Background: an optimization exercise with open tools, aiming at small area, a short achievable clock period and few clock cycles per item. Do not read the settings as production practice. RTL that was checked went through simulation tests only; none was proved equivalent to the original.

## CONV
module CONV(
    input             clk,
    input             reset,
    output reg        busy,
    input             ready,
    output reg [11:0] iaddr,
    input      [19:0] idata,
    output reg        cwr,
    output reg [11:0] caddr_wr,
    output reg [19:0] cdata_wr,
    output reg        crd,
    output reg [11:0] caddr_rd,
    input      [19:0] cdata_rd,
    output     [2:0]  csel
  );
reg        s_pre, w_pre;
reg  [3:0] s_b, w_b;
reg  [6:0] s_j, w_j;
reg  [3:0] s_ph, w_ph;
reg        s_run, w_run;
localparam MACLAT = 2;    
reg  [MACLAT+1:0] w_dly;
reg        done;
reg  [3:0] c_ph;       
wire s_last = (s_ph == 4'd9);
always @(posedge clk or posedge reset) begin
  if (reset) begin
    s_pre <= 1'b1; s_b <= 4'd0; s_j <= 7'd0; s_ph <= 4'd0;
  end else if (s_run) begin
    s_ph <= s_last ? 4'd0 : s_ph + 4'd1;
    if (s_last) begin
      if (s_pre) s_pre <= 1'b0;
      else if (s_j == 7'd64) begin s_j <= 7'd0; s_b <= s_b + 4'd1; end
      else s_j <= s_j + 7'd1;
    end
  end
end
wire w_last = (w_ph == 4'd9);
always @(posedge clk or posedge reset) begin
  if (reset) begin
    w_pre <= 1'b1; w_b <= 4'd0; w_j <= 7'd0; w_ph <= 4'd0;
  end else if (w_run) begin
    w_ph <= w_last ? 4'd0 : w_ph + 4'd1;
    if (w_last) begin
      if (w_pre) w_pre <= 1'b0;
  ...
export LEC_CHECK = 0
export ABC_CLOCK_PERIOD_IN_PS = 3000
export CAP_MARGIN = 20
export CORE_MARGIN = 2
export CORE_UTILIZATION = 40
export PLACE_DENSITY = 0.6
export SETUP_SLACK_MARGIN = 5
export SLEW_MARGIN = 20
export SYNTH_HIERARCHICAL = 1
export SYNTH_MINIMUM_KEEP_SIZE = 0
create_clock -name core_clock -period 10.0 [get_ports {clk}]
run.sh (not shown) runs the stock make flow with config.mk's settings and CLKGATE_MAP_FILE= SYNTH_SCRIPT=/design/flow/synth_recipe.tcl, a recipe that flattens the netlist after the stock synthesis.
Next try:
- CORE_UTILIZATION: 40 -> 60
- CTS_BUF_LIST: default -> sky130_fd_sc_hd__clkbuf_4 sky130_fd_sc_hd__clkbuf_8
- PLACE_DENSITY: 0.6 -> 0.7
What happened:
- wire length came out higher by 3.1%
- cell count came out lower by 9.3%
- worst setup slack gets worse by 0.067 ns
- fmax came out lower by 1.7%
- count of clock-buffer cells in the layout came out higher by 109
No functional check of the RTL was part of any run of this note.

---

== run A ==
Another version of the RTL of CONV (not shown whole).
Size in the first run: ~2800 cells after synthesis, roughly 980 flip-flops, about 110 I/O pins, roughly 45000 sq um of cells after synthesis.
// CONV
module CONV(
    input             clk,
    input             reset,
    output reg        busy,
    input             ready,
    output reg [11:0] iaddr,
    input      [19:0] idata,
    output reg        cwr,
    output reg [11:0] caddr_wr,
    output reg [19:0] cdata_wr,
    output reg        crd,
    output reg [11:0] caddr_rd,
    input      [19:0] cdata_rd,
    output     [2:0]  csel
  );
export LEC_CHECK = 0
export ABC_CLOCK_PERIOD_IN_PS = 4500
export CAP_MARGIN = 20
export CORE_MARGIN = 2
export CORE_UTILIZATION = 65
export CTS_CLUSTER_DIAMETER = 80
export CTS_CLUSTER_SIZE = 24
export PLACE_DENSITY = 0.75
export SLEW_MARGIN = 20
export SYNTH_HIERARCHICAL = 1
export SYNTH_MINIMUM_KEEP_SIZE = 0
create_clock -name core_clock -period 10.0 [get_ports {clk}]
standard.sh (not shown) runs the stock make flow with config.mk's settings and CLKGATE_MAP_FILE= SYNTH_SCRIPT=/design/flow/synth_recipe.tcl, a recipe that flattens the netlist after the stock synthesis.
==> flow/flow/run.sh <==
#!/bin/bash
# Layout: the standard flow (standard.sh), with these changes to how it is made:
#  - ports are buffered with buf_2 instead of the default weakest buffer;
#  - after placement, the shift register's tap flip-flops are upsized (upsize.tcl).
# Constraints (constraint.sdc, 10 ns clock) are unchanged.
set -euo pipefail
export BUFFER_PORTS_ARGS="-buffer_cell sky130_fd_sc_hd__buf_2"
export SETUP_SLACK_MARGIN=6.7
bash standard.sh synth floorplan place > standard_place.log 2>&1
RESULTS=orfs/results/sky130hd/CONV/base \
LIBERTY=$FLOW_HOME/platforms/sky130hd/lib/sky130_fd_sc_hd__tt_025C_1v80.lib \
  openroad -no_init -exit flow/upsize.tcl > upsize.log 2>&1
bash standard.sh > standard.log 2>&1
==> flow/flow/upsize.tcl <==
# Upsize the pixel shift register's tap flip-flops (the ones that feed the adder
# tree, fanout 6-9) from dfxtp_1 to dfxtp_2, then legalize. Runs on the placed
# design, before clock tree synthesis.
set results $::env(RESULTS)
read_db $results/3_place.odb
read_liberty $::env(LIBERTY)
set n 0
set m [[ord::get_db] findMaster sky130_fd_sc_hd__dfxtp_2]
foreach inst [[ord::get_db_block] getInsts] {
  set name [$inst getName]
  if {[regexp {^sr\\\[(0|1|2|10|11|12|20|21|22)\\\]} $name] &&
      [[$inst getMaster] getName] eq "sky130_fd_sc_hd__dfxtp_1"} {
    $inst swapMaster $m
    incr n
  }
}
puts "upsized $n tap flip-flops"
detailed_placement
check_placement
write_db $results/3_place.odb
Testbench counts of run A, summed over its fixed seeds: cycles 41,912, images 8.
Setup changes, run A to run B
- CORE_UTILIZATION: 65 -> 80
- ABC_CLOCK_PERIOD_IN_PS: 4500 -> 3000
- PLACE_DENSITY: 0.75 -> 0.86
## What came out
- Run B -> run A: average cell area after synthesis delta 0, exact match
- What run B reported for height of the die has to be multiplied by 1.11 to get the figure for run A.
- From run A to run B the numbers moved as follows: synthesized cell count now sits at about the same level, area after detailed placement now sits lower.
- Looking at the logs for run A and run B, the single run that did not finish was run B.
Inputs modified between run B and run C:
- PLACE_DENSITY: 0.86 -> 0.8
- CORE_UTILIZATION: 80 -> 72
## What came out
Having completed the whole flow, run C delivered a layout that passed the timing, DRC and antenna checks.
Run C against run B: number of buffers inserted during clock tree synthesis moved up, placed wire-length estimate moved down.
Run B → run C: number of synthesized register bits ~0 delta; initial cell density of the core -8.3 points.
Against run B, instance count after placement with tap cells included in run C rose by a few percent.
Run C -> run B: number of placed I/O pins delta 0, exact match
From run B to run C, synthesized cell count did not move at all.

---

CONV, a different RTL version from the one above (not shown whole).
For scale: about 950 flip-flops.
Design CONV, start of the top module:
module CONV(
    input             clk,
    input             reset,
    output reg        busy,
    input             ready,
    output reg [11:0] iaddr,
    input      [19:0] idata,
    output reg        cwr,
    output reg [11:0] caddr_wr,
    output reg [19:0] cdata_wr,
    output reg        crd,
    output reg [11:0] caddr_rd,
    input      [19:0] cdata_rd,
    output     [2:0]  csel
  );
clock: 10.0 ns
lec_check: 0
abc_clock_period_in_ps: 3000
cap_margin: 20
core_margin: 2
core_utilization: 65
cts_cluster_diameter: 100
cts_cluster_size: 30
place_density: 0.75
slew_margin: 20
synth_hierarchical: 1
synth_minimum_keep_size: 0
==> flow/flow/run.sh <==
#!/bin/bash
set -euo pipefail
export BUFFER_PORTS_ARGS="-buffer_cell sky130_fd_sc_hd__buf_2"
export SETUP_SLACK_MARGIN=6.7
bash standard.sh > standard.log 2>&1
The starting point completed without violations.
Testbench counts at the start, summed over its fixed seeds: cycles 41,912, images 8.
==> next run, changes <==
--- a/flow/config.mk
+++ b/flow/config.mk
@@ -11,4 +11,2 @@
-export CORE_UTILIZATION = 65
-export CTS_CLUSTER_DIAMETER = 100
-export CTS_CLUSTER_SIZE = 30
-export PLACE_DENSITY = 0.75
+export CORE_UTILIZATION = 40
+export PLACE_DENSITY = 0.6
Result: The changed run ran to the end with no violations. Worst setup slack improves by 41 ps. Global-route usage shrinks by 15 points. Synthesized cell count does not change. Count of clock-buffer cells in the layout goes up by 84. Area after synthesis does not change. Worst hold slack gets worse by 35 ps. Via count falls by a few percent. Routed wire length falls by a few percent. First-iteration DRC count shrinks by about a fifth. Final cell count increases by about a fifth.
==> next run, changes <==
--- a/flow/config.mk
+++ b/flow/config.mk
@@ -11,2 +11,4 @@
-export CORE_UTILIZATION = 40
-export PLACE_DENSITY = 0.6
+export CORE_UTILIZATION = 55
+export CTS_CLUSTER_DIAMETER = 80
+export CTS_CLUSTER_SIZE = 20
+export PLACE_DENSITY = 0.7
Result:
- hold slack gains 39 ps
- design area came out lower by a few percent
- utilization rises by 15 points
- maximum frequency drops slightly
- setup slack is worse by 15 ps
- clock-buffer cell count falls by 66
- synthesized cell count stays the same
- routed wire length climbs by a few percent
- die area fell by a quarter to a third
- final cell count shrinks by roughly a tenth

---

RTL: one of the versions met above, not the one the previous note started from.
Size: roughly 2800 cells after synthesis, roughly 980 flip-flops, ~45000 um2 of cells after synthesis.
==> flow/config.mk <==
export PLATFORM = sky130hd
export DESIGN_NAME = CONV
export DESIGN_NICKNAME = CONV
export VERILOG_FILES = /design/flow/design.v
export SDC_FILE = /design/flow/constraint.sdc
export NUM_CORES = 4
export LEC_CHECK = 0
export ABC_CLOCK_PERIOD_IN_PS = 3000
export CAP_MARGIN = 20
export CORE_MARGIN = 2
export CORE_UTILIZATION = 65
export CTS_BUF_LIST = sky130_fd_sc_hd__clkbuf_4 sky130_fd_sc_hd__clkbuf_8
export CTS_CLUSTER_DIAMETER = 60
export CTS_CLUSTER_SIZE = 16
export PLACE_DENSITY = 0.75
export SLEW_MARGIN = 20
export SYNTH_HIERARCHICAL = 1
export SYNTH_MINIMUM_KEEP_SIZE = 0
==> flow/constraint.sdc <==
create_clock -name core_clock -period 10.0 [get_ports {clk}]
set_input_delay 2.0000 -clock core_clock [delete_from_list [all_inputs] [get_ports {clk}]]
set_output_delay 2.0000 -clock core_clock [all_outputs]
set_load 0.01 [all_outputs]
==> flow/flow/run.sh <==
#!/bin/bash
# Layout: the standard flow (standard.sh), with these changes to how it is made:
#  - ports are buffered with buf_2 instead of the default weakest buffer;
#  - after placement, the shift register's tap flip-flops are upsized (upsize.tcl).
# Constraints (constraint.sdc, 10 ns clock) are unchanged.
set -euo pipefail
export BUFFER_PORTS_ARGS="-buffer_cell sky130_fd_sc_hd__buf_2"
export SETUP_SLACK_MARGIN=6.7
bash standard.sh synth floorplan place > standard_place.log 2>&1
RESULTS=orfs/results/sky130hd/CONV/base \
LIBERTY=$FLOW_HOME/platforms/sky130hd/lib/sky130_fd_sc_hd__tt_025C_1v80.lib \
  openroad -no_init -exit flow/upsize.tcl > upsize.log 2>&1
bash standard.sh > standard.log 2>&1
Scripts as last shown in full above: flow/flow/upsize.tcl
The first run went through all stages and came out clean.
Testbench counts at the start, summed over its fixed seeds: cycles 41,912, images 8.
==> next run, changes <==
--- a/flow/config.mk
+++ b/flow/config.mk
@@ -12,3 +12,3 @@
-export CTS_BUF_LIST = sky130_fd_sc_hd__clkbuf_4 sky130_fd_sc_hd__clkbuf_8
-export CTS_CLUSTER_DIAMETER = 60
-export CTS_CLUSTER_SIZE = 16
+export CTS_BUF_LIST = sky130_fd_sc_hd__clkbuf_8 sky130_fd_sc_hd__clkbuf_16
+export CTS_CLUSTER_DIAMETER = 80
+export CTS_CLUSTER_SIZE = 24
The changed run produced a clean layout.
Die area is unchanged.
Routed wire length rises by 1.7%.
Global-route usage went up by 0.50 points.
Cell area went up by 0.31%.
Worst setup slack gets better by 0.083 ns.
Final cell count fell by 1.0%.
Via count is about the same.
Worst hold slack is better by 0.028 ns.
Sequential share of layout area goes down by 0.13 points.
==> next run, changes <==
--- a/flow/flow/run.sh
+++ b/flow/flow/run.sh
@@ -8 +8 @@
-export SETUP_SLACK_MARGIN=6.7
+export SETUP_SLACK_MARGIN=7.0
--- a/flow/config.mk
+++ b/flow/config.mk
@@ -12 +11,0 @@
-export CTS_BUF_LIST = sky130_fd_sc_hd__clkbuf_8 sky130_fd_sc_hd__clkbuf_16
The new run completed without violations.
Non-clock buffer count went up by 4.
Routed wire length hardly moves.
Setup slack hardly moves.
==> next run, changes <==
--- a/flow/flow/run.sh
+++ b/flow/flow/run.sh
@@ -8 +8 @@
-export SETUP_SLACK_MARGIN=7.0
+export SETUP_SLACK_MARGIN=6.7
=> Worst setup slack got worse by 0.0047 ns. Sequential share of layout area increases by 0.17 points. First-iteration DRC count went down by 3.9%. Count of clock-buffer cells in the layout came out higher by 3. Non-clock buffer count shrinks by 4. Area after synthesis does not change.

-- re-timing with driven ports --
No port has a modelled driver above. Below, the same layouts with a new extraction and two added sets of constraints. Step 1 (the two cells are an assumption about what drives the block):
set clk [get_ports {clk}]
set_driving_cell -lib_cell sky130_fd_sc_hd__clkbuf_16 $clk
set_driving_cell -lib_cell sky130_fd_sc_hd__buf_2 [delete_from_list [all_inputs] $clk]
Step 2 moves the port delays by t, midway between the first and last clock arrival at a register: inputs arrive t later, outputs are due t later. That takes back most of the time a late clock gives input paths. Three values: no drivers, after step 1, after step 2; two values: the first two.
run | t (ns) | slack for setup (ns) | hold WS [ns] | latest minus earliest clock arrival (ns)
the first run of note 1 | 0.748 | 6.142 / 6.071 / 6.449 | 0.290 / 0.290 / 0.290 | 0.044 / 0.044
the second run of note 1 | 0.857 | 6.075 / 6.016 / 6.427 | 0.312 / 0.312 / 0.312 | 0.073 / 0.073
run A | 0.722 | 6.834 / 6.765 / 6.878 | 0.320 / 0.320 / 0.320 | 0.038 / 0.038
run C | 0.693 | 6.828 / 6.764 / 6.844 | 0.319 / 0.319 / 0.319 | 0.030 / 0.030
the first run of note 3 | 0.693 | 6.657 / 6.657 / 6.657 | 0.316 / 0.316 / 0.316 | 0.056 / 0.056
the second run of note 3 | 0.740 | 6.698 / 6.698 / 6.698 | 0.280 / 0.280 / 0.280 | 0.070 / 0.070
the third run of note 3 | 0.734 | 6.683 / 6.683 / 6.683 | 0.320 / 0.320 / 0.320 | 0.097 / 0.096
the first run of note 4 | 0.787 | 6.753 / 6.692 / 6.863 | 0.292 / 0.292 / 0.292 | 0.051 / 0.051
the second run of note 4 | 0.724 | 6.836 / 6.767 / 6.897 | 0.320 / 0.320 / 0.320 | 0.039 / 0.040
the third run of note 4 | 0.720 | 6.838 / 6.768 / 7.003 | 0.317 / 0.317 / 0.317 | 0.027 / 0.027
the fourth run of note 4 | 0.722 | 6.834 / 6.765 / 6.878 | 0.320 / 0.320 / 0.320 | 0.038 / 0.038
After both steps setup and hold are still met in every run listed.
